This design comes from an exercise in tuning for small area, a short achievable clock period and few clock cycles per item on the open sky130 flow, not from production work.
RTL that was checked went through simulation tests only; none was proved equivalent to the original.
The RTL of run 2 was laid out without a check of its function.

==> flow/design.v, too long to show whole: its modules and the start of the top module <==
// module geofence: 4232 lines
module geofence (clk, reset, X, Y, R, valid, is_inside);
  // ...
==> flow/run.sh <==
#!/bin/bash
# synth_recipe.tcl (not shown) runs the flow's synth.tcl, then flattens the netlist and writes it again
# the make line also repeats each setting of config.mk as NAME=value (left out here)
make -C /OpenROAD-flow-scripts/flow DESIGN_CONFIG=/design/flow/config.mk WORK_HOME=/design/flow/orfs CLKGATE_MAP_FILE= SYNTH_SCRIPT=/design/flow/synth_recipe.tcl finish
==> flow/config.mk <==
export PLATFORM = sky130hd
export DESIGN_NAME = geofence
export DESIGN_NICKNAME = geofence
export VERILOG_FILES = /design/flow/design.v
export SDC_FILE = /design/flow/constraint.sdc
export NUM_CORES = 4
export LEC_CHECK = 0
export ABC_AREA = 1
export CAP_MARGIN = 20
export CORE_MARGIN = 2
export CORE_UTILIZATION = 60
export SLEW_MARGIN = 20
==> flow/constraint.sdc <==
create_clock -name core_clock -period 32.0 [get_ports {clk}]
set_input_delay 6.4000 -clock core_clock [delete_from_list [all_inputs] [get_ports {clk}]]
set_output_delay 6.4000 -clock core_clock [all_outputs]
set_load 0.01 [all_outputs]
==> results.ini, run 1 <==
[status]
run_status = finished clean

[floorplan]
pin_count = 35
dieArea_um2 = 83700
row_count = 104
start_util_pct = 60.7

[route]
wl_met2_um = 50700
vias = 35100
avgViaCountPerCell = 5.27
first_pass_iters = 6
drt_iter0_drc = 2309

[layout]
multi_input_cells = 3642
final_core_util_pct = 65.4
area_dominant_class = multi-input gates
finalNetCount = 6602
seq_cell_count = 586
fin_cells = 6654
seq_area_um2 = 14000

[timing]
fmax_mhz = 112
whs_ns = 0.316

[synthesis]
synth_top_area_cell = fa_1
netlist_instances = 5547

[cts]
cts_setup_buffers = 0

[global_route]
busiest_layer = met2

[worst_hold_path]
worst_hold_startpoint = py[2]

[worst_setup_path]
crit_top_cell = inv_1
r2r_end = vs[22]

Testbench counts, summed over its fixed seeds: cycles 8,448, objects 384.
==> inputs of run 2 (changes only) <==
--- a/flow/design.v
+++ b/flow/design.v
@@ -992,17 +992,17 @@
 wire cmp1_G9 = cmp1_G3 | (cmp1_P3 & cmp1_G6);
 wire cmp1_G10 = cmp1_G5 | (cmp1_P5 & cmp1_G8);
 wire cmp1_G11 = cmp1_g2 | (cmp1_p2 & cmp1_G1);
 wire cmp1_G12 = cmp1_g4 | (cmp1_p4 & cmp1_G6);
 wire cmp1_G13 = cmp1_g6 | (cmp1_p6 & cmp1_G9);
 wire cmp1_G14 = cmp1_g8 | (cmp1_p8 & cmp1_G8);
 wire [9:0] cmp1_d = {(cmp1_p9 ^ cmp1_G14), (cmp1_p8 ^ cmp1_G8), (cmp1_p7 ^ cmp1_G13), (cmp1_p6 ^ cmp1_G9), (cmp1_p5 ^ cmp1_G12), (cmp1_p4 ^ cmp1_G6), (cmp1_p3 ^ cmp1_G11), (cmp1_p2 ^ cmp1_G1), (cmp1_p1 ^ cmp1_g0c), (cmp1_p0 ^ 1'b1)};
 wire cmp1_ge = cmp1_G10;
-assign bef[1] = (c < 5'd5) | ~cmp1_d[9];    
+assign bef[1] = (c < 5'd5) | ((cmp1_d != 0) & ~cmp1_d[9]);
 wire [KW-1:0] sk2 = sk[2];
 wire cmp2_g0 = sk2[0] & ~nkey[0];
 wire cmp2_p0 = sk2[0] ^ ~nkey[0];
 wire cmp2_g1 = sk2[1] & ~nkey[1];
 wire cmp2_p1 = sk2[1] ^ ~nkey[1];
 wire cmp2_g2 = sk2[2] & ~nkey[2];
 wire cmp2_p2 = sk2[2] ^ ~nkey[2];
 wire cmp2_g3 = sk2[3] & ~nkey[3];
@@ -1036,17 +1036,17 @@
 wire cmp2_G9 = cmp2_G3 | (cmp2_P3 & cmp2_G6);
 wire cmp2_G10 = cmp2_G5 | (cmp2_P5 & cmp2_G8);
 wire cmp2_G11 = cmp2_g2 | (cmp2_p2 & cmp2_G1);
 wire cmp2_G12 = cmp2_g4 | (cmp2_p4 & cmp2_G6);
 wire cmp2_G13 = cmp2_g6 | (cmp2_p6 & cmp2_G9);
 wire cmp2_G14 = cmp2_g8 | (cmp2_p8 & cmp2_G8);
 wire [9:0] cmp2_d = {(cmp2_p9 ^ cmp2_G14), (cmp2_p8 ^ cmp2_G8), (cmp2_p7 ^ cmp2_G13), (cmp2_p6 ^ cmp2_G9), (cmp2_p5 ^ cmp2_G12), (cmp2_p4 ^ cmp2_G6), (cmp2_p3 ^ cmp2_G11), (cmp2_p2 ^ cmp2_G1), (cmp2_p1 ^ cmp2_g0c), (cmp2_p0 ^ 1'b1)};
 wire cmp2_ge = cmp2_G10;
-assign bef[2] = (c < 5'd6) | ~cmp2_d[9];    
+assign bef[2] = (c < 5'd6) | ((cmp2_d != 0) & ~cmp2_d[9]);
 wire [KW-1:0] sk3 = sk[3];
 wire cmp3_g0 = sk3[0] & ~nkey[0];
 wire cmp3_p0 = sk3[0] ^ ~nkey[0];
 wire cmp3_g1 = sk3[1] & ~nkey[1];
 wire cmp3_p1 = sk3[1] ^ ~nkey[1];
 wire cmp3_g2 = sk3[2] & ~nkey[2];
 wire cmp3_p2 = sk3[2] ^ ~nkey[2];
 wire cmp3_g3 = sk3[3] & ~nkey[3];
@@ -1080,17 +1080,17 @@
 wire cmp3_G9 = cmp3_G3 | (cmp3_P3 & cmp3_G6);
 wire cmp3_G10 = cmp3_G5 | (cmp3_P5 & cmp3_G8);
 wire cmp3_G11 = cmp3_g2 | (cmp3_p2 & cmp3_G1);
 wire cmp3_G12 = cmp3_g4 | (cmp3_p4 & cmp3_G6);
 wire cmp3_G13 = cmp3_g6 | (cmp3_p6 & cmp3_G9);
 wire cmp3_G14 = cmp3_g8 | (cmp3_p8 & cmp3_G8);
 wire [9:0] cmp3_d = {(cmp3_p9 ^ cmp3_G14), (cmp3_p8 ^ cmp3_G8), (cmp3_p7 ^ cmp3_G13), (cmp3_p6 ^ cmp3_G9), (cmp3_p5 ^ cmp3_G12), (cmp3_p4 ^ cmp3_G6), (cmp3_p3 ^ cmp3_G11), (cmp3_p2 ^ cmp3_G1), (cmp3_p1 ^ cmp3_g0c), (cmp3_p0 ^ 1'b1)};
 wire cmp3_ge = cmp3_G10;
-assign bef[3] = (c < 5'd7) | ~cmp3_d[9];    
+assign bef[3] = (c < 5'd7) | ((cmp3_d != 0) & ~cmp3_d[9]);
 wire [KW-1:0] sk4 = sk[4];
 wire cmp4_g0 = sk4[0] & ~nkey[0];
 wire cmp4_p0 = sk4[0] ^ ~nkey[0];
 wire cmp4_g1 = sk4[1] & ~nkey[1];
 wire cmp4_p1 = sk4[1] ^ ~nkey[1];
 wire cmp4_g2 = sk4[2] & ~nkey[2];
 wire cmp4_p2 = sk4[2] ^ ~nkey[2];
 wire cmp4_g3 = sk4[3] & ~nkey[3];
@@ -1124,17 +1124,17 @@
 wire cmp4_G9 = cmp4_G3 | (cmp4_P3 & cmp4_G6);
 wire cmp4_G10 = cmp4_G5 | (cmp4_P5 & cmp4_G8);
 wire cmp4_G11 = cmp4_g2 | (cmp4_p2 & cmp4_G1);
 wire cmp4_G12 = cmp4_g4 | (cmp4_p4 & cmp4_G6);
 wire cmp4_G13 = cmp4_g6 | (cmp4_p6 & cmp4_G9);
 wire cmp4_G14 = cmp4_g8 | (cmp4_p8 & cmp4_G8);
 wire [9:0] cmp4_d = {(cmp4_p9 ^ cmp4_G14), (cmp4_p8 ^ cmp4_G8), (cmp4_p7 ^ cmp4_G13), (cmp4_p6 ^ cmp4_G9), (cmp4_p5 ^ cmp4_G12), (cmp4_p4 ^ cmp4_G6), (cmp4_p3 ^ cmp4_G11), (cmp4_p2 ^ cmp4_G1), (cmp4_p1 ^ cmp4_g0c), (cmp4_p0 ^ 1'b1)};
 wire cmp4_ge = cmp4_G10;
-assign bef[4] = (c < 5'd8) | ~cmp4_d[9];    
+assign bef[4] = (c < 5'd8) | ((cmp4_d != 0) & ~cmp4_d[9]);
 wire [KW-1:0] sk5 = sk[5];
 wire cmp5_g0 = sk5[0] & ~nkey[0];
 wire cmp5_p0 = sk5[0] ^ ~nkey[0];
 wire cmp5_g1 = sk5[1] & ~nkey[1];
 wire cmp5_p1 = sk5[1] ^ ~nkey[1];
 wire cmp5_g2 = sk5[2] & ~nkey[2];
 wire cmp5_p2 = sk5[2] ^ ~nkey[2];
 wire cmp5_g3 = sk5[3] & ~nkey[3];
@@ -1168,17 +1168,17 @@
 wire cmp5_G9 = cmp5_G3 | (cmp5_P3 & cmp5_G6);
 wire cmp5_G10 = cmp5_G5 | (cmp5_P5 & cmp5_G8);
 wire cmp5_G11 = cmp5_g2 | (cmp5_p2 & cmp5_G1);
 wire cmp5_G12 = cmp5_g4 | (cmp5_p4 & cmp5_G6);
 wire cmp5_G13 = cmp5_g6 | (cmp5_p6 & cmp5_G9);
 wire cmp5_G14 = cmp5_g8 | (cmp5_p8 & cmp5_G8);
 wire [9:0] cmp5_d = {(cmp5_p9 ^ cmp5_G14), (cmp5_p8 ^ cmp5_G8), (cmp5_p7 ^ cmp5_G13), (cmp5_p6 ^ cmp5_G9), (cmp5_p5 ^ cmp5_G12), (cmp5_p4 ^ cmp5_G6), (cmp5_p3 ^ cmp5_G11), (cmp5_p2 ^ cmp5_G1), (cmp5_p1 ^ cmp5_g0c), (cmp5_p0 ^ 1'b1)};
 wire cmp5_ge = cmp5_G10;
-assign bef[5] = (c < 5'd9) | ~cmp5_d[9];    
+assign bef[5] = (c < 5'd9) | ((cmp5_d != 0) & ~cmp5_d[9]);
 wire ins = (c >= 5'd4) && (c <= 5'd8);
 wire rot = (c >= 5'd9);
 integer s;
 always @(posedge clk) begin
     if (c == 5'd1) begin
         sx[0] <= ix; sy[0] <= iy; sr[0] <= ir;
     end else if (rot) begin
         sx[0] <= sx[5]; sy[0] <= sy[5]; sr[0] <= sr[5];
@@ -3538,19 +3538,20 @@
 wire td31_G13 = td31_g6 | (td31_p6 & td31_G9);
 wire td31_G14 = td31_g8 | (td31_p8 & td31_G8);
 wire [9:0] td31_d = {(td31_p9 ^ td31_G14), (td31_p8 ^ td31_G8), (td31_p7 ^ td31_G13), (td31_p6 ^ td31_G9), (td31_p5 ^ td31_G12), (td31_p4 ^ td31_G6), (td31_p3 ^ td31_G11), (td31_p2 ^ td31_G1), (td31_p1 ^ td31_g0c), (td31_p0 ^ 1'b1)};
 wire td31_ge = td31_G10;
 reg [9:0] q7_t1;
 always @(posedge clk) q7_t1 <= {q6a_root[5], q6a_root[4], q6a_root[3], q6a_root[2], q6a_root[1], q6a_root[0], tc25_ge, tc26_ge, tc27_ge, tc28_ge};
 reg [7:0] q7_t2;
 always @(posedge clk) q7_t2 <= {q6b_root[4], q6b_root[3], q6b_root[2], q6b_root[1], q6b_root[0], td29_ge, td30_ge, td31_ge};
-reg [23:0] vs;
+reg [23:0] vs, vc;
 wire v_clr = (c == 5'd8);    
 wire [23:0] vs_in = vs;
+wire [23:0] vc_in = vc;
 wire [9:0] t1m = q7_t1;
 wire acc_1 = ex[0] & eys[0];
 wire acc_2 = ex[0] & eys[1];
 wire acc_3 = ex[0] & eys[2];
 wire acc_4 = ex[0] & eys[3];
 wire acc_5 = ex[0] & eys[4];
 wire acc_6 = ex[0] & eys[5];
 wire acc_7 = ex[0] & eys[6];
@@ -3864,264 +3865,330 @@
 wire acc_315 = a_on & acc_98;
 wire acc_316 = a_on & acc_108;
 wire acc_317 = a_on & acc_99;
 wire acc_318 = a_on & acc_109;
 wire acc_319 = a_on & acc_119;
 wire acc_320 = a_on & acc_110;
 wire acc_321 = a_on & acc_120;
 wire acc_322 = a_on & acc_121;
-wire acc_323 = vs_in[7] ^ ~a_on;
-wire acc_324 = vs_in[7] & ~a_on;
-wire acc_325 = vs_in[8] ^ ~a_on ^ acc_246;
-wire acc_326 = (vs_in[8] & ~a_on) | (vs_in[8] & acc_246) | (~a_on & acc_246);
-wire acc_327 = acc_245 ^ acc_244;
-wire acc_328 = acc_245 & acc_244;
-wire acc_329 = vs_in[9] ^ acc_256 ^ acc_255;
-wire acc_330 = (vs_in[9] & acc_256) | (vs_in[9] & acc_255) | (acc_256 & acc_255);
-wire acc_331 = acc_254 ^ acc_253 ^ acc_252;
-wire acc_332 = (acc_254 & acc_253) | (acc_254 & acc_252) | (acc_253 & acc_252);
-wire acc_333 = vs_in[10] ^ a_on ^ acc_267;
-wire acc_334 = (vs_in[10] & a_on) | (vs_in[10] & acc_267) | (a_on & acc_267);
-wire acc_335 = acc_266 ^ acc_265 ^ acc_264;
-wire acc_336 = (acc_266 & acc_265) | (acc_266 & acc_264) | (acc_265 & acc_264);
-wire acc_337 = acc_263 ^ acc_262 ^ acc_261;
-wire acc_338 = (acc_263 & acc_262) | (acc_263 & acc_261) | (acc_262 & acc_261);
-wire acc_339 = vs_in[11] ^ ~a_on ^ acc_277;
-wire acc_340 = (vs_in[11] & ~a_on) | (vs_in[11] & acc_277) | (~a_on & acc_277);
-wire acc_341 = acc_276 ^ acc_275 ^ acc_274;
-wire acc_342 = (acc_276 & acc_275) | (acc_276 & acc_274) | (acc_275 & acc_274);
-wire acc_343 = acc_273 ^ acc_272 ^ acc_271;
-wire acc_344 = (acc_273 & acc_272) | (acc_273 & acc_271) | (acc_272 & acc_271);
-wire acc_345 = vs_in[12] ^ acc_286 ^ acc_285;
-wire acc_346 = (vs_in[12] & acc_286) | (vs_in[12] & acc_285) | (acc_286 & acc_285);
-wire acc_347 = acc_284 ^ acc_283 ^ acc_282;
-wire acc_348 = (acc_284 & acc_283) | (acc_284 & acc_282) | (acc_283 & acc_282);
-wire acc_349 = vs_in[13] ^ acc_294 ^ acc_293;
-wire acc_350 = (vs_in[13] & acc_294) | (vs_in[13] & acc_293) | (acc_294 & acc_293);
-wire acc_351 = vs_in[4] ^ ~a_on;
-wire acc_352 = vs_in[4] & ~a_on;
-wire acc_353 = vs_in[5] ^ ~a_on ^ acc_222;
-wire acc_354 = (vs_in[5] & ~a_on) | (vs_in[5] & acc_222) | (~a_on & acc_222);
-wire acc_355 = acc_221 ^ acc_220;
-wire acc_356 = acc_221 & acc_220;
-wire acc_357 = vs_in[6] ^ ~a_on ^ acc_229;
-wire acc_358 = (vs_in[6] & ~a_on) | (vs_in[6] & acc_229) | (~a_on & acc_229);
-wire acc_359 = acc_228 ^ acc_227 ^ acc_226;
-wire acc_360 = (acc_228 & acc_227) | (acc_228 & acc_226) | (acc_227 & acc_226);
-wire acc_361 = acc_225 ^ acc_224;
-wire acc_362 = acc_225 & acc_224;
-wire acc_363 = acc_237 ^ acc_236 ^ acc_235;
-wire acc_364 = (acc_237 & acc_236) | (acc_237 & acc_235) | (acc_236 & acc_235);
-wire acc_365 = acc_234 ^ acc_233 ^ acc_232;
-wire acc_366 = (acc_234 & acc_233) | (acc_234 & acc_232) | (acc_233 & acc_232);
-wire acc_367 = acc_231 ^ acc_230 ^ acc_323;
-wire acc_368 = (acc_231 & acc_230) | (acc_231 & acc_323) | (acc_230 & acc_323);
-wire acc_369 = acc_243 ^ acc_242 ^ acc_241;
-wire acc_370 = (acc_243 & acc_242) | (acc_243 & acc_241) | (acc_242 & acc_241);
-wire acc_371 = acc_240 ^ acc_239 ^ acc_238;
-wire acc_372 = (acc_240 & acc_239) | (acc_240 & acc_238) | (acc_239 & acc_238);
-wire acc_373 = acc_327 ^ acc_325 ^ acc_324;
-wire acc_374 = (acc_327 & acc_325) | (acc_327 & acc_324) | (acc_325 & acc_324);
-wire acc_375 = acc_251 ^ acc_250 ^ acc_249;
-wire acc_376 = (acc_251 & acc_250) | (acc_251 & acc_249) | (acc_250 & acc_249);
-wire acc_377 = acc_248 ^ acc_247 ^ acc_331;
-wire acc_378 = (acc_248 & acc_247) | (acc_248 & acc_331) | (acc_247 & acc_331);
-wire acc_379 = acc_329 ^ acc_328 ^ acc_326;
-wire acc_380 = (acc_329 & acc_328) | (acc_329 & acc_326) | (acc_328 & acc_326);
-wire acc_381 = acc_260 ^ acc_259 ^ acc_258;
-wire acc_382 = (acc_260 & acc_259) | (acc_260 & acc_258) | (acc_259 & acc_258);
-wire acc_383 = acc_257 ^ acc_337 ^ acc_335;
-wire acc_384 = (acc_257 & acc_337) | (acc_257 & acc_335) | (acc_337 & acc_335);
-wire acc_385 = acc_333 ^ acc_332 ^ acc_330;
-wire acc_386 = (acc_333 & acc_332) | (acc_333 & acc_330) | (acc_332 & acc_330);
-wire acc_387 = acc_270 ^ acc_269 ^ acc_268;
-wire acc_388 = (acc_270 & acc_269) | (acc_270 & acc_268) | (acc_269 & acc_268);
-wire acc_389 = acc_343 ^ acc_341 ^ acc_339;
-wire acc_390 = (acc_343 & acc_341) | (acc_343 & acc_339) | (acc_341 & acc_339);
-wire acc_391 = acc_338 ^ acc_336 ^ acc_334;
-wire acc_392 = (acc_338 & acc_336) | (acc_338 & acc_334) | (acc_336 & acc_334);
-wire acc_393 = acc_281 ^ acc_280 ^ acc_279;
-wire acc_394 = (acc_281 & acc_280) | (acc_281 & acc_279) | (acc_280 & acc_279);
-wire acc_395 = acc_278 ^ acc_347 ^ acc_345;
-wire acc_396 = (acc_278 & acc_347) | (acc_278 & acc_345) | (acc_347 & acc_345);
-wire acc_397 = acc_344 ^ acc_342 ^ acc_340;
-wire acc_398 = (acc_344 & acc_342) | (acc_344 & acc_340) | (acc_342 & acc_340);
-wire acc_399 = acc_292 ^ acc_291 ^ acc_290;
-wire acc_400 = (acc_292 & acc_291) | (acc_292 & acc_290) | (acc_291 & acc_290);
-wire acc_401 = acc_289 ^ acc_288 ^ acc_287;
-wire acc_402 = (acc_289 & acc_288) | (acc_289 & acc_287) | (acc_288 & acc_287);
-wire acc_403 = acc_349 ^ acc_348 ^ acc_346;
-wire acc_404 = (acc_349 & acc_348) | (acc_349 & acc_346) | (acc_348 & acc_346);
-wire acc_405 = vs_in[14] ^ acc_301 ^ acc_300;
-wire acc_406 = (vs_in[14] & acc_301) | (vs_in[14] & acc_300) | (acc_301 & acc_300);
-wire acc_407 = acc_299 ^ acc_298 ^ acc_297;
-wire acc_408 = (acc_299 & acc_298) | (acc_299 & acc_297) | (acc_298 & acc_297);
-wire acc_409 = acc_296 ^ acc_295 ^ acc_350;
-wire acc_410 = (acc_296 & acc_295) | (acc_296 & acc_350) | (acc_295 & acc_350);
-wire acc_411 = vs_in[15] ^ acc_307 ^ acc_306;
-wire acc_412 = (vs_in[15] & acc_307) | (vs_in[15] & acc_306) | (acc_307 & acc_306);
-wire acc_413 = acc_305 ^ acc_304 ^ acc_303;
-wire acc_414 = (acc_305 & acc_304) | (acc_305 & acc_303) | (acc_304 & acc_303);
-wire acc_415 = vs_in[16] ^ acc_312 ^ acc_311;
-wire acc_416 = (vs_in[16] & acc_312) | (vs_in[16] & acc_311) | (acc_312 & acc_311);
-wire acc_417 = vs_in[2] ^ ~a_on;
-wire acc_418 = vs_in[2] & ~a_on;
-wire acc_419 = vs_in[3] ^ ~a_on ^ acc_211;
-wire acc_420 = (vs_in[3] & ~a_on) | (vs_in[3] & acc_211) | (~a_on & acc_211);
-wire acc_421 = acc_210 ^ acc_209;
-wire acc_422 = acc_210 & acc_209;
-wire acc_423 = acc_216 ^ acc_215 ^ acc_214;
-wire acc_424 = (acc_216 & acc_215) | (acc_216 & acc_214) | (acc_215 & acc_214);
-wire acc_425 = acc_213 ^ acc_212 ^ acc_351;
-wire acc_426 = (acc_213 & acc_212) | (acc_213 & acc_351) | (acc_212 & acc_351);
-wire acc_427 = acc_219 ^ acc_218 ^ acc_217;
-wire acc_428 = (acc_219 & acc_218) | (acc_219 & acc_217) | (acc_218 & acc_217);
-wire acc_429 = acc_355 ^ acc_353 ^ acc_352;
-wire acc_430 = (acc_355 & acc_353) | (acc_355 & acc_352) | (acc_353 & acc_352);
-wire acc_431 = acc_223 ^ acc_361 ^ acc_359;
-wire acc_432 = (acc_223 & acc_361) | (acc_223 & acc_359) | (acc_361 & acc_359);
-wire acc_433 = acc_357 ^ acc_356 ^ acc_354;
-wire acc_434 = (acc_357 & acc_356) | (acc_357 & acc_354) | (acc_356 & acc_354);
-wire acc_435 = acc_367 ^ acc_365 ^ acc_363;
-wire acc_436 = (acc_367 & acc_365) | (acc_367 & acc_363) | (acc_365 & acc_363);
-wire acc_437 = acc_362 ^ acc_360 ^ acc_358;
-wire acc_438 = (acc_362 & acc_360) | (acc_362 & acc_358) | (acc_360 & acc_358);
-wire acc_439 = acc_373 ^ acc_371 ^ acc_369;
-wire acc_440 = (acc_373 & acc_371) | (acc_373 & acc_369) | (acc_371 & acc_369);
-wire acc_441 = acc_368 ^ acc_366 ^ acc_364;
-wire acc_442 = (acc_368 & acc_366) | (acc_368 & acc_364) | (acc_366 & acc_364);
-wire acc_443 = acc_379 ^ acc_377 ^ acc_375;
-wire acc_444 = (acc_379 & acc_377) | (acc_379 & acc_375) | (acc_377 & acc_375);
+wire acc_323 = vc_in[10] ^ vs_in[10];
+wire acc_324 = vc_in[10] & vs_in[10];
+wire acc_325 = vc_in[11] ^ vs_in[11];
+wire acc_326 = vc_in[11] & vs_in[11];
+wire acc_327 = vc_in[6] ^ vs_in[6];
+wire acc_328 = vc_in[6] & vs_in[6];
+wire acc_329 = vc_in[7] ^ vs_in[7] ^ ~a_on;
+wire acc_330 = (vc_in[7] & vs_in[7]) | (vc_in[7] & ~a_on) | (vs_in[7] & ~a_on);
+wire acc_331 = acc_237 ^ acc_236;
+wire acc_332 = acc_237 & acc_236;
+wire acc_333 = vc_in[8] ^ vs_in[8] ^ ~a_on;
+wire acc_334 = (vc_in[8] & vs_in[8]) | (vc_in[8] & ~a_on) | (vs_in[8] & ~a_on);
+wire acc_335 = acc_246 ^ acc_245 ^ acc_244;
+wire acc_336 = (acc_246 & acc_245) | (acc_246 & acc_244) | (acc_245 & acc_244);
+wire acc_337 = acc_243 ^ acc_242;
+wire acc_338 = acc_243 & acc_242;
+wire acc_339 = vc_in[9] ^ vs_in[9] ^ acc_256;
+wire acc_340 = (vc_in[9] & vs_in[9]) | (vc_in[9] & acc_256) | (vs_in[9] & acc_256);
+wire acc_341 = acc_255 ^ acc_254 ^ acc_253;
+wire acc_342 = (acc_255 & acc_254) | (acc_255 & acc_253) | (acc_254 & acc_253);
+wire acc_343 = acc_252 ^ acc_251 ^ acc_250;
+wire acc_344 = (acc_252 & acc_251) | (acc_252 & acc_250) | (acc_251 & acc_250);
+wire acc_345 = a_on ^ acc_267 ^ acc_266;
+wire acc_346 = (a_on & acc_267) | (a_on & acc_266) | (acc_267 & acc_266);
+wire acc_347 = acc_265 ^ acc_264 ^ acc_263;
+wire acc_348 = (acc_265 & acc_264) | (acc_265 & acc_263) | (acc_264 & acc_263);
+wire acc_349 = acc_262 ^ acc_261 ^ acc_260;
+wire acc_350 = (acc_262 & acc_261) | (acc_262 & acc_260) | (acc_261 & acc_260);
+wire acc_351 = acc_259 ^ acc_258;
+wire acc_352 = acc_259 & acc_258;
+wire acc_353 = ~a_on ^ acc_277 ^ acc_276;
+wire acc_354 = (~a_on & acc_277) | (~a_on & acc_276) | (acc_277 & acc_276);
+wire acc_355 = acc_275 ^ acc_274 ^ acc_273;
+wire acc_356 = (acc_275 & acc_274) | (acc_275 & acc_273) | (acc_274 & acc_273);
+wire acc_357 = acc_272 ^ acc_271 ^ acc_270;
+wire acc_358 = (acc_272 & acc_271) | (acc_272 & acc_270) | (acc_271 & acc_270);
+wire acc_359 = acc_269 ^ acc_268 ^ acc_325;
+wire acc_360 = (acc_269 & acc_268) | (acc_269 & acc_325) | (acc_268 & acc_325);
+wire acc_361 = vc_in[12] ^ vs_in[12] ^ acc_286;
+wire acc_362 = (vc_in[12] & vs_in[12]) | (vc_in[12] & acc_286) | (vs_in[12] & acc_286);
+wire acc_363 = acc_285 ^ acc_284 ^ acc_283;
+wire acc_364 = (acc_285 & acc_284) | (acc_285 & acc_283) | (acc_284 & acc_283);
+wire acc_365 = acc_282 ^ acc_281 ^ acc_280;
+wire acc_366 = (acc_282 & acc_281) | (acc_282 & acc_280) | (acc_281 & acc_280);
+wire acc_367 = acc_279 ^ acc_278;
+wire acc_368 = acc_279 & acc_278;
+wire acc_369 = vc_in[13] ^ vs_in[13] ^ acc_294;
+wire acc_370 = (vc_in[13] & vs_in[13]) | (vc_in[13] & acc_294) | (vs_in[13] & acc_294);
+wire acc_371 = acc_293 ^ acc_292 ^ acc_291;
+wire acc_372 = (acc_293 & acc_292) | (acc_293 & acc_291) | (acc_292 & acc_291);
+wire acc_373 = acc_290 ^ acc_289;
+wire acc_374 = acc_290 & acc_289;
+wire acc_375 = vc_in[14] ^ vs_in[14] ^ acc_301;
+wire acc_376 = (vc_in[14] & vs_in[14]) | (vc_in[14] & acc_301) | (vs_in[14] & acc_301);
+wire acc_377 = acc_300 ^ acc_299;
+wire acc_378 = acc_300 & acc_299;
+wire acc_379 = vc_in[15] ^ vs_in[15];
+wire acc_380 = vc_in[15] & vs_in[15];
+wire acc_381 = vc_in[3] ^ vs_in[3];
+wire acc_382 = vc_in[3] & vs_in[3];
+wire acc_383 = vc_in[4] ^ vs_in[4] ^ ~a_on;
+wire acc_384 = (vc_in[4] & vs_in[4]) | (vc_in[4] & ~a_on) | (vs_in[4] & ~a_on);
+wire acc_385 = acc_216 ^ acc_215;
+wire acc_386 = acc_216 & acc_215;
+wire acc_387 = vc_in[5] ^ vs_in[5] ^ ~a_on;
+wire acc_388 = (vc_in[5] & vs_in[5]) | (vc_in[5] & ~a_on) | (vs_in[5] & ~a_on);
+wire acc_389 = acc_222 ^ acc_221 ^ acc_220;
+wire acc_390 = (acc_222 & acc_221) | (acc_222 & acc_220) | (acc_221 & acc_220);
+wire acc_391 = acc_219 ^ acc_218;
+wire acc_392 = acc_219 & acc_218;
+wire acc_393 = ~a_on ^ acc_229 ^ acc_228;
+wire acc_394 = (~a_on & acc_229) | (~a_on & acc_228) | (acc_229 & acc_228);
+wire acc_395 = acc_227 ^ acc_226 ^ acc_225;
+wire acc_396 = (acc_227 & acc_226) | (acc_227 & acc_225) | (acc_226 & acc_225);
+wire acc_397 = acc_224 ^ acc_223 ^ acc_327;
+wire acc_398 = (acc_224 & acc_223) | (acc_224 & acc_327) | (acc_223 & acc_327);
+wire acc_399 = acc_235 ^ acc_234 ^ acc_233;
+wire acc_400 = (acc_235 & acc_234) | (acc_235 & acc_233) | (acc_234 & acc_233);
+wire acc_401 = acc_232 ^ acc_231 ^ acc_230;
+wire acc_402 = (acc_232 & acc_231) | (acc_232 & acc_230) | (acc_231 & acc_230);
+wire acc_403 = acc_331 ^ acc_329 ^ acc_328;
+wire acc_404 = (acc_331 & acc_329) | (acc_331 & acc_328) | (acc_329 & acc_328);
+wire acc_405 = acc_241 ^ acc_240 ^ acc_239;
+wire acc_406 = (acc_241 & acc_240) | (acc_241 & acc_239) | (acc_240 & acc_239);
+wire acc_407 = acc_238 ^ acc_337 ^ acc_335;
+wire acc_408 = (acc_238 & acc_337) | (acc_238 & acc_335) | (acc_337 & acc_335);
+wire acc_409 = acc_333 ^ acc_332 ^ acc_330;
+wire acc_410 = (acc_333 & acc_332) | (acc_333 & acc_330) | (acc_332 & acc_330);
+wire acc_411 = acc_249 ^ acc_248 ^ acc_247;
+wire acc_412 = (acc_249 & acc_248) | (acc_249 & acc_247) | (acc_248 & acc_247);
+wire acc_413 = acc_343 ^ acc_341 ^ acc_339;
+wire acc_414 = (acc_343 & acc_341) | (acc_343 & acc_339) | (acc_341 & acc_339);
+wire acc_415 = acc_338 ^ acc_336 ^ acc_334;
+wire acc_416 = (acc_338 & acc_336) | (acc_338 & acc_334) | (acc_336 & acc_334);
+wire acc_417 = acc_257 ^ acc_323 ^ acc_351;
+wire acc_418 = (acc_257 & acc_323) | (acc_257 & acc_351) | (acc_323 & acc_351);
+wire acc_419 = acc_349 ^ acc_347 ^ acc_345;
+wire acc_420 = (acc_349 & acc_347) | (acc_349 & acc_345) | (acc_347 & acc_345);
+wire acc_421 = acc_344 ^ acc_342 ^ acc_340;
+wire acc_422 = (acc_344 & acc_342) | (acc_344 & acc_340) | (acc_342 & acc_340);
+wire acc_423 = acc_324 ^ acc_359 ^ acc_357;
+wire acc_424 = (acc_324 & acc_359) | (acc_324 & acc_357) | (acc_359 & acc_357);
+wire acc_425 = acc_355 ^ acc_353 ^ acc_352;
+wire acc_426 = (acc_355 & acc_353) | (acc_355 & acc_352) | (acc_353 & acc_352);
+wire acc_427 = acc_350 ^ acc_348 ^ acc_346;
+wire acc_428 = (acc_350 & acc_348) | (acc_350 & acc_346) | (acc_348 & acc_346);
+wire acc_429 = acc_326 ^ acc_367 ^ acc_365;
+wire acc_430 = (acc_326 & acc_367) | (acc_326 & acc_365) | (acc_367 & acc_365);
+wire acc_431 = acc_363 ^ acc_361 ^ acc_360;
+wire acc_432 = (acc_363 & acc_361) | (acc_363 & acc_360) | (acc_361 & acc_360);
+wire acc_433 = acc_358 ^ acc_356 ^ acc_354;
+wire acc_434 = (acc_358 & acc_356) | (acc_358 & acc_354) | (acc_356 & acc_354);
+wire acc_435 = acc_288 ^ acc_287 ^ acc_373;
+wire acc_436 = (acc_288 & acc_287) | (acc_288 & acc_373) | (acc_287 & acc_373);
+wire acc_437 = acc_371 ^ acc_369 ^ acc_368;
+wire acc_438 = (acc_371 & acc_369) | (acc_371 & acc_368) | (acc_369 & acc_368);
+wire acc_439 = acc_366 ^ acc_364 ^ acc_362;
+wire acc_440 = (acc_366 & acc_364) | (acc_366 & acc_362) | (acc_364 & acc_362);
+wire acc_441 = acc_298 ^ acc_297 ^ acc_296;
+wire acc_442 = (acc_298 & acc_297) | (acc_298 & acc_296) | (acc_297 & acc_296);
+wire acc_443 = acc_295 ^ acc_377 ^ acc_375;
+wire acc_444 = (acc_295 & acc_377) | (acc_295 & acc_375) | (acc_377 & acc_375);
 wire acc_445 = acc_374 ^ acc_372 ^ acc_370;
 wire acc_446 = (acc_374 & acc_372) | (acc_374 & acc_370) | (acc_372 & acc_370);
-wire acc_447 = acc_385 ^ acc_383 ^ acc_381;
-wire acc_448 = (acc_385 & acc_383) | (acc_385 & acc_381) | (acc_383 & acc_381);
-wire acc_449 = acc_380 ^ acc_378 ^ acc_376;
-wire acc_450 = (acc_380 & acc_378) | (acc_380 & acc_376) | (acc_378 & acc_376);
-wire acc_451 = acc_391 ^ acc_389 ^ acc_387;
-wire acc_452 = (acc_391 & acc_389) | (acc_391 & acc_387) | (acc_389 & acc_387);
-wire acc_453 = acc_386 ^ acc_384 ^ acc_382;
-wire acc_454 = (acc_386 & acc_384) | (acc_386 & acc_382) | (acc_384 & acc_382);
-wire acc_455 = acc_397 ^ acc_395 ^ acc_393;
-wire acc_456 = (acc_397 & acc_395) | (acc_397 & acc_393) | (acc_395 & acc_393);
-wire acc_457 = acc_392 ^ acc_390 ^ acc_388;
-wire acc_458 = (acc_392 & acc_390) | (acc_392 & acc_388) | (acc_390 & acc_388);
-wire acc_459 = acc_403 ^ acc_401 ^ acc_399;
-wire acc_460 = (acc_403 & acc_401) | (acc_403 & acc_399) | (acc_401 & acc_399);
-wire acc_461 = acc_398 ^ acc_396 ^ acc_394;
-wire acc_462 = (acc_398 & acc_396) | (acc_398 & acc_394) | (acc_396 & acc_394);
-wire acc_463 = acc_409 ^ acc_407 ^ acc_405;
-wire acc_464 = (acc_409 & acc_407) | (acc_409 & acc_405) | (acc_407 & acc_405);
-wire acc_465 = acc_404 ^ acc_402 ^ acc_400;
-wire acc_466 = (acc_404 & acc_402) | (acc_404 & acc_400) | (acc_402 & acc_400);
-wire acc_467 = acc_302 ^ acc_413 ^ acc_411;
-wire acc_468 = (acc_302 & acc_413) | (acc_302 & acc_411) | (acc_413 & acc_411);
-wire acc_469 = acc_410 ^ acc_408 ^ acc_406;
-wire acc_470 = (acc_410 & acc_408) | (acc_410 & acc_406) | (acc_408 & acc_406);
-wire acc_471 = acc_310 ^ acc_309 ^ acc_308;
-wire acc_472 = (acc_310 & acc_309) | (acc_310 & acc_308) | (acc_309 & acc_308);
-wire acc_473 = acc_415 ^ acc_414 ^ acc_412;
-wire acc_474 = (acc_415 & acc_414) | (acc_415 & acc_412) | (acc_414 & acc_412);
-wire acc_475 = vs_in[17] ^ acc_316 ^ acc_315;
-wire acc_476 = (vs_in[17] & acc_316) | (vs_in[17] & acc_315) | (acc_316 & acc_315);
-wire acc_477 = acc_314 ^ acc_313 ^ acc_416;
-wire acc_478 = (acc_314 & acc_313) | (acc_314 & acc_416) | (acc_313 & acc_416);
-wire acc_479 = vs_in[18] ^ acc_319 ^ acc_318;
-wire acc_480 = (vs_in[18] & acc_319) | (vs_in[18] & acc_318) | (acc_319 & acc_318);
-wire acc_481 = vs_in[19] ^ ~a_on;
-wire acc_482 = vs_in[19] & ~a_on;
-wire acc_483 = vs_in[1] ^ ~a_on;
-wire acc_484 = vs_in[1] & ~a_on;
-wire acc_485 = acc_207 ^ acc_206 ^ acc_205;
-wire acc_486 = (acc_207 & acc_206) | (acc_207 & acc_205) | (acc_206 & acc_205);
-wire acc_487 = acc_208 ^ acc_421 ^ acc_419;
-wire acc_488 = (acc_208 & acc_421) | (acc_208 & acc_419) | (acc_421 & acc_419);
-wire acc_489 = acc_425 ^ acc_423 ^ acc_422;
-wire acc_490 = (acc_425 & acc_423) | (acc_425 & acc_422) | (acc_423 & acc_422);
-wire acc_491 = acc_429 ^ acc_427 ^ acc_426;
-wire acc_492 = (acc_429 & acc_427) | (acc_429 & acc_426) | (acc_427 & acc_426);
-wire acc_493 = acc_433 ^ acc_431 ^ acc_430;
-wire acc_494 = (acc_433 & acc_431) | (acc_433 & acc_430) | (acc_431 & acc_430);
-wire acc_495 = acc_437 ^ acc_435 ^ acc_434;
-wire acc_496 = (acc_437 & acc_435) | (acc_437 & acc_434) | (acc_435 & acc_434);
-wire acc_497 = acc_441 ^ acc_439 ^ acc_438;
-wire acc_498 = (acc_441 & acc_439) | (acc_441 & acc_438) | (acc_439 & acc_438);
-wire acc_499 = acc_445 ^ acc_443 ^ acc_442;
-wire acc_500 = (acc_445 & acc_443) | (acc_445 & acc_442) | (acc_443 & acc_442);
-wire acc_501 = acc_449 ^ acc_447 ^ acc_446;
-wire acc_502 = (acc_449 & acc_447) | (acc_449 & acc_446) | (acc_447 & acc_446);
-wire acc_503 = acc_453 ^ acc_451 ^ acc_450;
-wire acc_504 = (acc_453 & acc_451) | (acc_453 & acc_450) | (acc_451 & acc_450);
-wire acc_505 = acc_457 ^ acc_455 ^ acc_454;
-wire acc_506 = (acc_457 & acc_455) | (acc_457 & acc_454) | (acc_455 & acc_454);
-wire acc_507 = acc_461 ^ acc_459 ^ acc_458;
-wire acc_508 = (acc_461 & acc_459) | (acc_461 & acc_458) | (acc_459 & acc_458);
-wire acc_509 = acc_465 ^ acc_463 ^ acc_462;
-wire acc_510 = (acc_465 & acc_463) | (acc_465 & acc_462) | (acc_463 & acc_462);
-wire acc_511 = acc_469 ^ acc_467 ^ acc_466;
-wire acc_512 = (acc_469 & acc_467) | (acc_469 & acc_466) | (acc_467 & acc_466);
-wire acc_513 = acc_473 ^ acc_471 ^ acc_470;
-wire acc_514 = (acc_473 & acc_471) | (acc_473 & acc_470) | (acc_471 & acc_470);
-wire acc_515 = acc_477 ^ acc_475 ^ acc_474;
-wire acc_516 = (acc_477 & acc_475) | (acc_477 & acc_474) | (acc_475 & acc_474);
-wire acc_517 = acc_317 ^ acc_479 ^ acc_478;
-wire acc_518 = (acc_317 & acc_479) | (acc_317 & acc_478) | (acc_479 & acc_478);
-wire acc_519 = acc_321 ^ acc_320 ^ acc_481;
-wire acc_520 = (acc_321 & acc_320) | (acc_321 & acc_481) | (acc_320 & acc_481);
-wire acc_521 = vs_in[20] ^ ~a_on ^ acc_322;
-wire acc_522 = (vs_in[20] & ~a_on) | (vs_in[20] & acc_322) | (~a_on & acc_322);
-wire acc_523 = acc_204 ^ acc_203;
-wire acc_524 = acc_204 & acc_203;
-wire acc_525 = acc_417 ^ acc_485 ^ acc_484;
-wire acc_526 = (acc_417 & acc_485) | (acc_417 & acc_484) | (acc_485 & acc_484);
-wire acc_527 = acc_418 ^ acc_487 ^ acc_486;
-wire acc_528 = (acc_418 & acc_487) | (acc_418 & acc_486) | (acc_487 & acc_486);
-wire acc_529 = acc_420 ^ acc_489 ^ acc_488;
-wire acc_530 = (acc_420 & acc_489) | (acc_420 & acc_488) | (acc_489 & acc_488);
-wire acc_531 = acc_424 ^ acc_491 ^ acc_490;
-wire acc_532 = (acc_424 & acc_491) | (acc_424 & acc_490) | (acc_491 & acc_490);
-wire acc_533 = acc_428 ^ acc_493 ^ acc_492;
-wire acc_534 = (acc_428 & acc_493) | (acc_428 & acc_492) | (acc_493 & acc_492);
-wire acc_535 = acc_432 ^ acc_495 ^ acc_494;
-wire acc_536 = (acc_432 & acc_495) | (acc_432 & acc_494) | (acc_495 & acc_494);
-wire acc_537 = acc_436 ^ acc_497 ^ acc_496;
-wire acc_538 = (acc_436 & acc_497) | (acc_436 & acc_496) | (acc_497 & acc_496);
-wire acc_539 = acc_440 ^ acc_499 ^ acc_498;
-wire acc_540 = (acc_440 & acc_499) | (acc_440 & acc_498) | (acc_499 & acc_498);
-wire acc_541 = acc_444 ^ acc_501 ^ acc_500;
-wire acc_542 = (acc_444 & acc_501) | (acc_444 & acc_500) | (acc_501 & acc_500);
-wire acc_543 = acc_448 ^ acc_503 ^ acc_502;
-wire acc_544 = (acc_448 & acc_503) | (acc_448 & acc_502) | (acc_503 & acc_502);
-wire acc_545 = acc_452 ^ acc_505 ^ acc_504;
-wire acc_546 = (acc_452 & acc_505) | (acc_452 & acc_504) | (acc_505 & acc_504);
-wire acc_547 = acc_456 ^ acc_507 ^ acc_506;
-wire acc_548 = (acc_456 & acc_507) | (acc_456 & acc_506) | (acc_507 & acc_506);
-wire acc_549 = acc_460 ^ acc_509 ^ acc_508;
-wire acc_550 = (acc_460 & acc_509) | (acc_460 & acc_508) | (acc_509 & acc_508);
-wire acc_551 = acc_464 ^ acc_511 ^ acc_510;
-wire acc_552 = (acc_464 & acc_511) | (acc_464 & acc_510) | (acc_511 & acc_510);
-wire acc_553 = acc_468 ^ acc_513 ^ acc_512;
-wire acc_554 = (acc_468 & acc_513) | (acc_468 & acc_512) | (acc_513 & acc_512);
-wire acc_555 = acc_472 ^ acc_515 ^ acc_514;
-wire acc_556 = (acc_472 & acc_515) | (acc_472 & acc_514) | (acc_515 & acc_514);
-wire acc_557 = acc_476 ^ acc_517 ^ acc_516;
-wire acc_558 = (acc_476 & acc_517) | (acc_476 & acc_516) | (acc_517 & acc_516);
-wire acc_559 = acc_480 ^ acc_519 ^ acc_518;
-wire acc_560 = (acc_480 & acc_519) | (acc_480 & acc_518) | (acc_519 & acc_518);
-wire acc_561 = acc_482 ^ acc_521 ^ acc_520;
-wire acc_562 = (acc_482 & acc_521) | (acc_482 & acc_520) | (acc_521 & acc_520);
-wire acc_563 = vs_in[21] ^ 1'b1 ^ acc_522;
-wire acc_564 = (vs_in[21] & 1'b1) | (vs_in[21] & acc_522) | (1'b1 & acc_522);
-wire acc_565 = vs_in[22] ^ 1'b1;
-wire acc_566 = vs_in[22] & 1'b1;
-wire acc_567 = vs_in[23] ^ 1'b1;
-wire acc_568 = vs_in[23] & 1'b1;
-wire [23:0] v_s = {acc_566, acc_564, acc_562, acc_560, acc_558, acc_556, acc_554, acc_552, acc_550, acc_548, acc_546, acc_544, acc_542, acc_540, acc_538, acc_536, acc_534, acc_532, acc_530, acc_528, acc_526, acc_524, acc_523, acc_202};
-wire [23:0] v_c = {acc_567, acc_565, acc_563, acc_561, acc_559, acc_557, acc_555, acc_553, acc_551, acc_549, acc_547, acc_545, acc_543, acc_541, acc_539, acc_537, acc_535, acc_533, acc_531, acc_529, acc_527, acc_525, acc_483, vs_in[0]};
+wire acc_447 = acc_307 ^ acc_306 ^ acc_305;
+wire acc_448 = (acc_307 & acc_306) | (acc_307 & acc_305) | (acc_306 & acc_305);
+wire acc_449 = acc_304 ^ acc_303 ^ acc_302;
+wire acc_450 = (acc_304 & acc_303) | (acc_304 & acc_302) | (acc_303 & acc_302);
+wire acc_451 = acc_379 ^ acc_378 ^ acc_376;
+wire acc_452 = (acc_379 & acc_378) | (acc_379 & acc_376) | (acc_378 & acc_376);
+wire acc_453 = vc_in[16] ^ vs_in[16] ^ acc_312;
+wire acc_454 = (vc_in[16] & vs_in[16]) | (vc_in[16] & acc_312) | (vs_in[16] & acc_312);
+wire acc_455 = acc_311 ^ acc_310 ^ acc_309;
+wire acc_456 = (acc_311 & acc_310) | (acc_311 & acc_309) | (acc_310 & acc_309);
+wire acc_457 = acc_308 ^ acc_380;
+wire acc_458 = acc_308 & acc_380;
+wire acc_459 = vc_in[17] ^ vs_in[17] ^ acc_316;
+wire acc_460 = (vc_in[17] & vs_in[17]) | (vc_in[17] & acc_316) | (vs_in[17] & acc_316);
+wire acc_461 = acc_315 ^ acc_314;
+wire acc_462 = acc_315 & acc_314;
+wire acc_463 = vc_in[18] ^ vs_in[18];
+wire acc_464 = vc_in[18] & vs_in[18];
+wire acc_465 = vc_in[1] ^ vs_in[1];
+wire acc_466 = vc_in[1] & vs_in[1];
+wire acc_467 = vc_in[2] ^ vs_in[2] ^ ~a_on;
+wire acc_468 = (vc_in[2] & vs_in[2]) | (vc_in[2] & ~a_on) | (vs_in[2] & ~a_on);
+wire acc_469 = acc_207 ^ acc_206;
+wire acc_470 = acc_207 & acc_206;
+wire acc_471 = ~a_on ^ acc_211 ^ acc_210;
+wire acc_472 = (~a_on & acc_211) | (~a_on & acc_210) | (acc_211 & acc_210);
+wire acc_473 = acc_209 ^ acc_208 ^ acc_381;
+wire acc_474 = (acc_209 & acc_208) | (acc_209 & acc_381) | (acc_208 & acc_381);
+wire acc_475 = acc_214 ^ acc_213 ^ acc_212;
+wire acc_476 = (acc_214 & acc_213) | (acc_214 & acc_212) | (acc_213 & acc_212);
+wire acc_477 = acc_385 ^ acc_383 ^ acc_382;
+wire acc_478 = (acc_385 & acc_383) | (acc_385 & acc_382) | (acc_383 & acc_382);
+wire acc_479 = acc_217 ^ acc_391 ^ acc_389;
+wire acc_480 = (acc_217 & acc_391) | (acc_217 & acc_389) | (acc_391 & acc_389);
+wire acc_481 = acc_387 ^ acc_386 ^ acc_384;
+wire acc_482 = (acc_387 & acc_386) | (acc_387 & acc_384) | (acc_386 & acc_384);
+wire acc_483 = acc_397 ^ acc_395 ^ acc_393;
+wire acc_484 = (acc_397 & acc_395) | (acc_397 & acc_393) | (acc_395 & acc_393);
+wire acc_485 = acc_392 ^ acc_390 ^ acc_388;
+wire acc_486 = (acc_392 & acc_390) | (acc_392 & acc_388) | (acc_390 & acc_388);
+wire acc_487 = acc_403 ^ acc_401 ^ acc_399;
+wire acc_488 = (acc_403 & acc_401) | (acc_403 & acc_399) | (acc_401 & acc_399);
+wire acc_489 = acc_398 ^ acc_396 ^ acc_394;
+wire acc_490 = (acc_398 & acc_396) | (acc_398 & acc_394) | (acc_396 & acc_394);
+wire acc_491 = acc_409 ^ acc_407 ^ acc_405;
+wire acc_492 = (acc_409 & acc_407) | (acc_409 & acc_405) | (acc_407 & acc_405);
+wire acc_493 = acc_404 ^ acc_402 ^ acc_400;
+wire acc_494 = (acc_404 & acc_402) | (acc_404 & acc_400) | (acc_402 & acc_400);
+wire acc_495 = acc_415 ^ acc_413 ^ acc_411;
+wire acc_496 = (acc_415 & acc_413) | (acc_415 & acc_411) | (acc_413 & acc_411);
+wire acc_497 = acc_410 ^ acc_408 ^ acc_406;
+wire acc_498 = (acc_410 & acc_408) | (acc_410 & acc_406) | (acc_408 & acc_406);
+wire acc_499 = acc_421 ^ acc_419 ^ acc_417;
+wire acc_500 = (acc_421 & acc_419) | (acc_421 & acc_417) | (acc_419 & acc_417);
+wire acc_501 = acc_416 ^ acc_414 ^ acc_412;
+wire acc_502 = (acc_416 & acc_414) | (acc_416 & acc_412) | (acc_414 & acc_412);
+wire acc_503 = acc_427 ^ acc_425 ^ acc_423;
+wire acc_504 = (acc_427 & acc_425) | (acc_427 & acc_423) | (acc_425 & acc_423);
+wire acc_505 = acc_422 ^ acc_420 ^ acc_418;
+wire acc_506 = (acc_422 & acc_420) | (acc_422 & acc_418) | (acc_420 & acc_418);
+wire acc_507 = acc_433 ^ acc_431 ^ acc_429;
+wire acc_508 = (acc_433 & acc_431) | (acc_433 & acc_429) | (acc_431 & acc_429);
+wire acc_509 = acc_428 ^ acc_426 ^ acc_424;
+wire acc_510 = (acc_428 & acc_426) | (acc_428 & acc_424) | (acc_426 & acc_424);
+wire acc_511 = acc_439 ^ acc_437 ^ acc_435;
+wire acc_512 = (acc_439 & acc_437) | (acc_439 & acc_435) | (acc_437 & acc_435);
+wire acc_513 = acc_434 ^ acc_432 ^ acc_430;
+wire acc_514 = (acc_434 & acc_432) | (acc_434 & acc_430) | (acc_432 & acc_430);
+wire acc_515 = acc_445 ^ acc_443 ^ acc_441;
+wire acc_516 = (acc_445 & acc_443) | (acc_445 & acc_441) | (acc_443 & acc_441);
+wire acc_517 = acc_440 ^ acc_438 ^ acc_436;
+wire acc_518 = (acc_440 & acc_438) | (acc_440 & acc_436) | (acc_438 & acc_436);
+wire acc_519 = acc_451 ^ acc_449 ^ acc_447;
+wire acc_520 = (acc_451 & acc_449) | (acc_451 & acc_447) | (acc_449 & acc_447);
+wire acc_521 = acc_446 ^ acc_444 ^ acc_442;
+wire acc_522 = (acc_446 & acc_444) | (acc_446 & acc_442) | (acc_444 & acc_442);
+wire acc_523 = acc_457 ^ acc_455 ^ acc_453;
+wire acc_524 = (acc_457 & acc_455) | (acc_457 & acc_453) | (acc_455 & acc_453);
+wire acc_525 = acc_452 ^ acc_450 ^ acc_448;
+wire acc_526 = (acc_452 & acc_450) | (acc_452 & acc_448) | (acc_450 & acc_448);
+wire acc_527 = acc_313 ^ acc_461 ^ acc_459;
+wire acc_528 = (acc_313 & acc_461) | (acc_313 & acc_459) | (acc_461 & acc_459);
+wire acc_529 = acc_458 ^ acc_456 ^ acc_454;
+wire acc_530 = (acc_458 & acc_456) | (acc_458 & acc_454) | (acc_456 & acc_454);
+wire acc_531 = acc_319 ^ acc_318 ^ acc_317;
+wire acc_532 = (acc_319 & acc_318) | (acc_319 & acc_317) | (acc_318 & acc_317);
+wire acc_533 = acc_463 ^ acc_462 ^ acc_460;
+wire acc_534 = (acc_463 & acc_462) | (acc_463 & acc_460) | (acc_462 & acc_460);
+wire acc_535 = vc_in[19] ^ vs_in[19] ^ ~a_on;
+wire acc_536 = (vc_in[19] & vs_in[19]) | (vc_in[19] & ~a_on) | (vs_in[19] & ~a_on);
+wire acc_537 = acc_321 ^ acc_320 ^ acc_464;
+wire acc_538 = (acc_321 & acc_320) | (acc_321 & acc_464) | (acc_320 & acc_464);
+wire acc_539 = vc_in[20] ^ vs_in[20] ^ ~a_on;
+wire acc_540 = (vc_in[20] & vs_in[20]) | (vc_in[20] & ~a_on) | (vs_in[20] & ~a_on);
+wire acc_541 = ~a_on ^ acc_204;
+wire acc_542 = ~a_on & acc_204;
+wire acc_543 = acc_205 ^ acc_469 ^ acc_467;
+wire acc_544 = (acc_205 & acc_469) | (acc_205 & acc_467) | (acc_469 & acc_467);
+wire acc_545 = acc_473 ^ acc_471 ^ acc_470;
+wire acc_546 = (acc_473 & acc_471) | (acc_473 & acc_470) | (acc_471 & acc_470);
+wire acc_547 = acc_477 ^ acc_475 ^ acc_474;
+wire acc_548 = (acc_477 & acc_475) | (acc_477 & acc_474) | (acc_475 & acc_474);
+wire acc_549 = acc_481 ^ acc_479 ^ acc_478;
+wire acc_550 = (acc_481 & acc_479) | (acc_481 & acc_478) | (acc_479 & acc_478);
+wire acc_551 = acc_485 ^ acc_483 ^ acc_482;
+wire acc_552 = (acc_485 & acc_483) | (acc_485 & acc_482) | (acc_483 & acc_482);
+wire acc_553 = acc_489 ^ acc_487 ^ acc_486;
+wire acc_554 = (acc_489 & acc_487) | (acc_489 & acc_486) | (acc_487 & acc_486);
+wire acc_555 = acc_493 ^ acc_491 ^ acc_490;
+wire acc_556 = (acc_493 & acc_491) | (acc_493 & acc_490) | (acc_491 & acc_490);
+wire acc_557 = acc_497 ^ acc_495 ^ acc_494;
+wire acc_558 = (acc_497 & acc_495) | (acc_497 & acc_494) | (acc_495 & acc_494);
+wire acc_559 = acc_501 ^ acc_499 ^ acc_498;
+wire acc_560 = (acc_501 & acc_499) | (acc_501 & acc_498) | (acc_499 & acc_498);
+wire acc_561 = acc_505 ^ acc_503 ^ acc_502;
+wire acc_562 = (acc_505 & acc_503) | (acc_505 & acc_502) | (acc_503 & acc_502);
+wire acc_563 = acc_509 ^ acc_507 ^ acc_506;
+wire acc_564 = (acc_509 & acc_507) | (acc_509 & acc_506) | (acc_507 & acc_506);
+wire acc_565 = acc_513 ^ acc_511 ^ acc_510;
+wire acc_566 = (acc_513 & acc_511) | (acc_513 & acc_510) | (acc_511 & acc_510);
+wire acc_567 = acc_517 ^ acc_515 ^ acc_514;
+wire acc_568 = (acc_517 & acc_515) | (acc_517 & acc_514) | (acc_515 & acc_514);
+wire acc_569 = acc_521 ^ acc_519 ^ acc_518;
+wire acc_570 = (acc_521 & acc_519) | (acc_521 & acc_518) | (acc_519 & acc_518);
+wire acc_571 = acc_525 ^ acc_523 ^ acc_522;
+wire acc_572 = (acc_525 & acc_523) | (acc_525 & acc_522) | (acc_523 & acc_522);
+wire acc_573 = acc_529 ^ acc_527 ^ acc_526;
+wire acc_574 = (acc_529 & acc_527) | (acc_529 & acc_526) | (acc_527 & acc_526);
+wire acc_575 = acc_533 ^ acc_531 ^ acc_530;
+wire acc_576 = (acc_533 & acc_531) | (acc_533 & acc_530) | (acc_531 & acc_530);
+wire acc_577 = acc_537 ^ acc_535 ^ acc_534;
+wire acc_578 = (acc_537 & acc_535) | (acc_537 & acc_534) | (acc_535 & acc_534);
+wire acc_579 = acc_322 ^ acc_539 ^ acc_538;
+wire acc_580 = (acc_322 & acc_539) | (acc_322 & acc_538) | (acc_539 & acc_538);
+wire acc_581 = vc_in[21] ^ vs_in[21] ^ 1'b1;
+wire acc_582 = (vc_in[21] & vs_in[21]) | (vc_in[21] & 1'b1) | (vs_in[21] & 1'b1);
+wire acc_583 = vc_in[22] ^ vs_in[22];
+wire acc_584 = vc_in[22] & vs_in[22];
+wire acc_585 = vc_in[23] ^ vs_in[23];
+wire acc_586 = vc_in[23] & vs_in[23];
+wire acc_587 = vc_in[0] ^ vs_in[0];
+wire acc_588 = vc_in[0] & vs_in[0];
+wire acc_589 = acc_203 ^ acc_465 ^ acc_541;
+wire acc_590 = (acc_203 & acc_465) | (acc_203 & acc_541) | (acc_465 & acc_541);
+wire acc_591 = acc_466 ^ acc_543 ^ acc_542;
+wire acc_592 = (acc_466 & acc_543) | (acc_466 & acc_542) | (acc_543 & acc_542);
+wire acc_593 = acc_468 ^ acc_545 ^ acc_544;
+wire acc_594 = (acc_468 & acc_545) | (acc_468 & acc_544) | (acc_545 & acc_544);
+wire acc_595 = acc_472 ^ acc_547 ^ acc_546;
+wire acc_596 = (acc_472 & acc_547) | (acc_472 & acc_546) | (acc_547 & acc_546);
+wire acc_597 = acc_476 ^ acc_549 ^ acc_548;
+wire acc_598 = (acc_476 & acc_549) | (acc_476 & acc_548) | (acc_549 & acc_548);
+wire acc_599 = acc_480 ^ acc_551 ^ acc_550;
+wire acc_600 = (acc_480 & acc_551) | (acc_480 & acc_550) | (acc_551 & acc_550);
+wire acc_601 = acc_484 ^ acc_553 ^ acc_552;
+wire acc_602 = (acc_484 & acc_553) | (acc_484 & acc_552) | (acc_553 & acc_552);
+wire acc_603 = acc_488 ^ acc_555 ^ acc_554;
+wire acc_604 = (acc_488 & acc_555) | (acc_488 & acc_554) | (acc_555 & acc_554);
+wire acc_605 = acc_492 ^ acc_557 ^ acc_556;
+wire acc_606 = (acc_492 & acc_557) | (acc_492 & acc_556) | (acc_557 & acc_556);
+wire acc_607 = acc_496 ^ acc_559 ^ acc_558;
+wire acc_608 = (acc_496 & acc_559) | (acc_496 & acc_558) | (acc_559 & acc_558);
+wire acc_609 = acc_500 ^ acc_561 ^ acc_560;
+wire acc_610 = (acc_500 & acc_561) | (acc_500 & acc_560) | (acc_561 & acc_560);
+wire acc_611 = acc_504 ^ acc_563 ^ acc_562;
+wire acc_612 = (acc_504 & acc_563) | (acc_504 & acc_562) | (acc_563 & acc_562);
+wire acc_613 = acc_508 ^ acc_565 ^ acc_564;
+wire acc_614 = (acc_508 & acc_565) | (acc_508 & acc_564) | (acc_565 & acc_564);
+wire acc_615 = acc_512 ^ acc_567 ^ acc_566;
+wire acc_616 = (acc_512 & acc_567) | (acc_512 & acc_566) | (acc_567 & acc_566);
+wire acc_617 = acc_516 ^ acc_569 ^ acc_568;
+wire acc_618 = (acc_516 & acc_569) | (acc_516 & acc_568) | (acc_569 & acc_568);
+wire acc_619 = acc_520 ^ acc_571 ^ acc_570;
+wire acc_620 = (acc_520 & acc_571) | (acc_520 & acc_570) | (acc_571 & acc_570);
+wire acc_621 = acc_524 ^ acc_573 ^ acc_572;
+wire acc_622 = (acc_524 & acc_573) | (acc_524 & acc_572) | (acc_573 & acc_572);
+wire acc_623 = acc_528 ^ acc_575 ^ acc_574;
+wire acc_624 = (acc_528 & acc_575) | (acc_528 & acc_574) | (acc_575 & acc_574);
+wire acc_625 = acc_532 ^ acc_577 ^ acc_576;
+wire acc_626 = (acc_532 & acc_577) | (acc_532 & acc_576) | (acc_577 & acc_576);
+wire acc_627 = acc_536 ^ acc_579 ^ acc_578;
+wire acc_628 = (acc_536 & acc_579) | (acc_536 & acc_578) | (acc_579 & acc_578);
+wire acc_629 = acc_540 ^ acc_581 ^ acc_580;
+wire acc_630 = (acc_540 & acc_581) | (acc_540 & acc_580) | (acc_581 & acc_580);
+wire acc_631 = 1'b1 ^ acc_583 ^ acc_582;
+wire acc_632 = (1'b1 & acc_583) | (1'b1 & acc_582) | (acc_583 & acc_582);
+wire acc_633 = 1'b1 ^ acc_585 ^ acc_584;
+wire acc_634 = (1'b1 & acc_585) | (1'b1 & acc_584) | (acc_585 & acc_584);
+wire [23:0] v_s = {acc_632, acc_630, acc_628, acc_626, acc_624, acc_622, acc_620, acc_618, acc_616, acc_614, acc_612, acc_610, acc_608, acc_606, acc_604, acc_602, acc_600, acc_598, acc_596, acc_594, acc_592, acc_590, acc_588, acc_587};
+wire [23:0] v_c = {acc_633, acc_631, acc_629, acc_627, acc_625, acc_623, acc_621, acc_619, acc_617, acc_615, acc_613, acc_611, acc_609, acc_607, acc_605, acc_603, acc_601, acc_599, acc_597, acc_595, acc_593, acc_591, acc_589, acc_202};
 wire vsum_g0 = v_s[0] & v_c[0];
 wire vsum_p0 = v_s[0] ^ v_c[0];
 wire vsum_g1 = v_s[1] & v_c[1];
 wire vsum_p1 = v_s[1] ^ v_c[1];
 wire vsum_g2 = v_s[2] & v_c[2];
 wire vsum_p2 = v_s[2] ^ v_c[2];
 wire vsum_g3 = v_s[3] & v_c[3];
 wire vsum_p3 = v_s[3] ^ v_c[3];
@@ -4221,12 +4288,12 @@
 wire vsum_G36 = vsum_g12 | (vsum_p12 & vsum_G24);
 wire vsum_G37 = vsum_g14 | (vsum_p14 & vsum_G28);
 wire vsum_G38 = vsum_g16 | (vsum_p16 & vsum_G22);
 wire vsum_G39 = vsum_g18 | (vsum_p18 & vsum_G29);
 wire vsum_G40 = vsum_g20 | (vsum_p20 & vsum_G25);
 wire vsum_G41 = vsum_g22 | (vsum_p22 & vsum_G30);
 reg v_neg;
 always @(posedge clk) begin
-    vs <= {(vsum_p23 ^ vsum_G41), (vsum_p22 ^ vsum_G30), (vsum_p21 ^ vsum_G40), (vsum_p20 ^ vsum_G25), (vsum_p19 ^ vsum_G39), (vsum_p18 ^ vsum_G29), (vsum_p17 ^ vsum_G38), (vsum_p16 ^ vsum_G22), (vsum_p15 ^ vsum_G37), (vsum_p14 ^ vsum_G28), (vsum_p13 ^ vsum_G36), (vsum_p12 ^ vsum_G24), (vsum_p11 ^ vsum_G35), (vsum_p10 ^ vsum_G27), (vsum_p9 ^ vsum_G34), (vsum_p8 ^ vsum_G19), (vsum_p7 ^ vsum_G33), (vsum_p6 ^ vsum_G26), (vsum_p5 ^ vsum_G32), (vsum_p4 ^ vsum_G13), (vsum_p3 ^ vsum_G31), (vsum_p2 ^ vsum_G1), (vsum_p1 ^ vsum_g0), vsum_p0} & {24{~v_clr}}; v_neg <= (vsum_p23 ^ vsum_G41);
+    vs <= v_s & {24{~v_clr}}; vc <= v_c & {24{~v_clr}}; v_neg <= (vsum_p23 ^ vsum_G41);
 end
 assign is_inside = !v_neg;
 endmodule
==> results.ini, run 2 <==
[layout]
stdcell_area_um2 = 53900
area_delta_synth_final_pct = 7.74
final_core_util_pct = 65.5  ; +0.076 points
drive_gt1_share_pct = 5.02
reg_top3 = sr x60, sx x60, sy x60
layout_common_cells = 1,288 x inv_1, 933 x nand2_1, 556 x ha_1
finalNetCount = 6707  ; +1.6%
mostFrequentLayoutCell = inv_1

[timing]
finalHoldViolCount = 0
fmax_mhz = 120  ; +7.5%
grt_setup_unrepaired = no
worstMarginPinSlew_ns = 1.09
fin_crit_ns = 8.32
setup_tns_ns = 0
relSlewSlack_pct = 27.4
fin_skew_ns = 0.0377
setup_viol = 0
setup_ws_ns = 23.68
drv_slew = 0
post-route-period-util_pct = 26.0

[synthesis]
async_flop_share_pct = 0.984
syn-cell-area_um2 = 50100
syn-num-nets = 6718
netlist_instances = 5617  ; +1.3%
synth_cell_type_count = 73
synth.most_common_cell = inv_1
syn_area_per_cell_um2 = 8.91
synth_edf_count = 220
synth_top_area_cell = fa_1
yosys.area.top_type_share_pct = 20.5
synth-seq-area-share_pct = 28.9
synth_commonest_cells = 1,289 x inv_1, 935 x nand2_1, 556 x ha_1, 512 x fa_1, 438 x o21ai_0
synth_top_flop_cell = dfxtp_1
synth.area.top_cells = fa_1 20%, dfxtp_1 15%, ha_1 14%
yosysWarnings = 5
ys_ff_latch = 610

[route]
avgViaCountPerCell = 5.25  ; -0.36%
first_pass_iters = 6  ; unchanged
routed_wl_um = 114000
wl_per_cell_um = 17.0
drc = 0
ant_nets = 0
drt_iter0_drc = 2337  ; +1.2%
vias = 35400  ; +0.84%

[global_route]
grt_usage_pct = 27.8
grt_pass1_vias = 35800
antenna_found_initial = 5
grt_max_degree = 91
grt_overflow = 0
grt_pass1_wl_um = 189000

[cts]
tritoncts = done
clk_path_buf_depth = 3
post_cts_resized = 0
path_clk_slew_ns = 0.06
postCtsHoldBufs = 0
numClockSinks = 610
cts_setup_buffers = 0  ; unchanged
htreeDepth = 3
root_buffer = clkbuf_16
cts_buffers = 70
insertion_delay_ns = 0.65

[worst_setup_path]
slowest_delay_ns = 0.63
reg2reg_from = sx[0][0]
crit_arrival_ns = 8.81
setup.worst_path.class = register to register
crit_required_ns = 32.49
ff2ff_setup_slack_ns = 23.68
cp-startpoint = sx[0][0]
cp-start-kind = register
endpoint = q1_d2[17]
rr_worst_depth = 36
crit_fanout = 12
r2r_end = q1_d2[17]
slowest_stage = ha_1
end_kind = register

[placement]
place_congestion = 0.935
placed_cell_area_um2 = 51400
pre_cts_slack_ns = 23.70
io_buffers = 33
detailed_place_hpwl_um = 89000

[floorplan]
dieHeight_um = 293
pin_count = 35  ; unchanged
dieArea_um2 = 85700  ; +2.4%
die_width_um = 293
row_count = 105  ; +0.96%
start_util_pct = 60.8  ; +0.11 points
core_um2 = 82400

[worst_hold_path]
hp-class = register to register

[job]
cap_violations = 0

[status]
run_status = finished clean

## run 2: cell types whose count changed in the layout (fill, tap and decap cells not counted), moves of 8 or more
cell,before,now
nor2_1,223,206
nand3_1,201,87
inv_1,1147,1288
nand2_1,1067,933
ha_1,545,556
o21a_1,17,7
o21ai_0,288,438
o21bai_1,20,31
fa_1,490,512
dfxtp_1,359,383
or2_2,39,31
o21ai_1,48,26
## run 2: layer usage
metal  routed length (um)  share of wire [%]  global-route usage, %  up-vias
met2                53800                 47                   46.5      774
met5                    8             0.0070                      0        -
met3                 5930                5.2                   4.08      151
met4                 3190                2.8                   8.27        2
met1                51200                 45                   37.6    17000
li1                     -                  -                      -    17500
## run 2: cell type report
class                      count  area, um^2
multi-input combinational   3559       30200
fill                        7006       28400
sequential                   610       14400
inverter                    1313        4940
clock buffer                  96        2040
tap                         1070        1340
clock inverter                33         489
timing repair buffer          52         473
antenna                        1        2.50
## run 2: worst max-delay path: cells and delay by family, from the launching register on
family          cells  cell delay (ns)
fa+ha+maj           9             3.67
simple gates       10             1.29
compound gates      8             1.29
buf+inv             5             0.80
xor+xnor            4             0.67
flops               1             0.45
## run 2: how the worst min path moves through the flow
stage	start	end	slack, ns	depth (start not counted)
floorplan	p_hi[0]	n_hi[4]	0.31	0
CTS	px[4]	nx[4]	0.31	0
global route	px[4]	nx[4]	0.32	0
finish	px[4]	nx[4]	0.31	0
global placement	pr[4]	nr[4]	0.31	0
detailed placement	pr[2]	nr[2]	0.31	0
## run 2: cells by family after synthesis
kind of cell / after synthesis / synth area share [%]
flops: 610 / 28.9
simple gates: 1374 / 11.7
xor+xnor: 223 / 3.93
buf+inv: 1448 / 10.9
other cells: 1 / 0.00749
mux: 21 / 0.457
compound gates: 872 / 9.76
fa+ha+maj: 1068 / 34.4
## run 2: through the flow
stage               hold WS [ns]  instances
global route               0.316       6733
CTS                        0.308       6733
floorplan                  0.310       5617
detailed placement         0.312       6604
global placement           0.310       6604
finish                     0.311       6734

[afterwards: timing with drivers on the ports]
In the flow no input, the clock included, has a driving cell. The finished layouts below were timed again as built, in two steps. Step 1, drivers: a clkbuf_16 drives clk and a buf_2 each remaining input, both assumed. Step 2 also shifts input and output timing later by t, the mid clock arrival at the registers, as if the neighbouring blocks saw the same clock. Three values: ideal, step 1, step 2; two values: the first two.
| run | t, ns | slack for setup (ns) | worst setup path after step 2 | worst slew at a driven data input, ns | cell pins on the clock port's net |
|---|---|---|---|---|---|
| run 1 | 0.693 | 23.063 / 23.063 / 23.063 | register to register | 0.05 | 1 |
| run 2 | 0.692 | 23.683 / 23.683 / 23.683 | register to register | 0.09 | 1 |
After both steps every run listed still meets setup and hold.
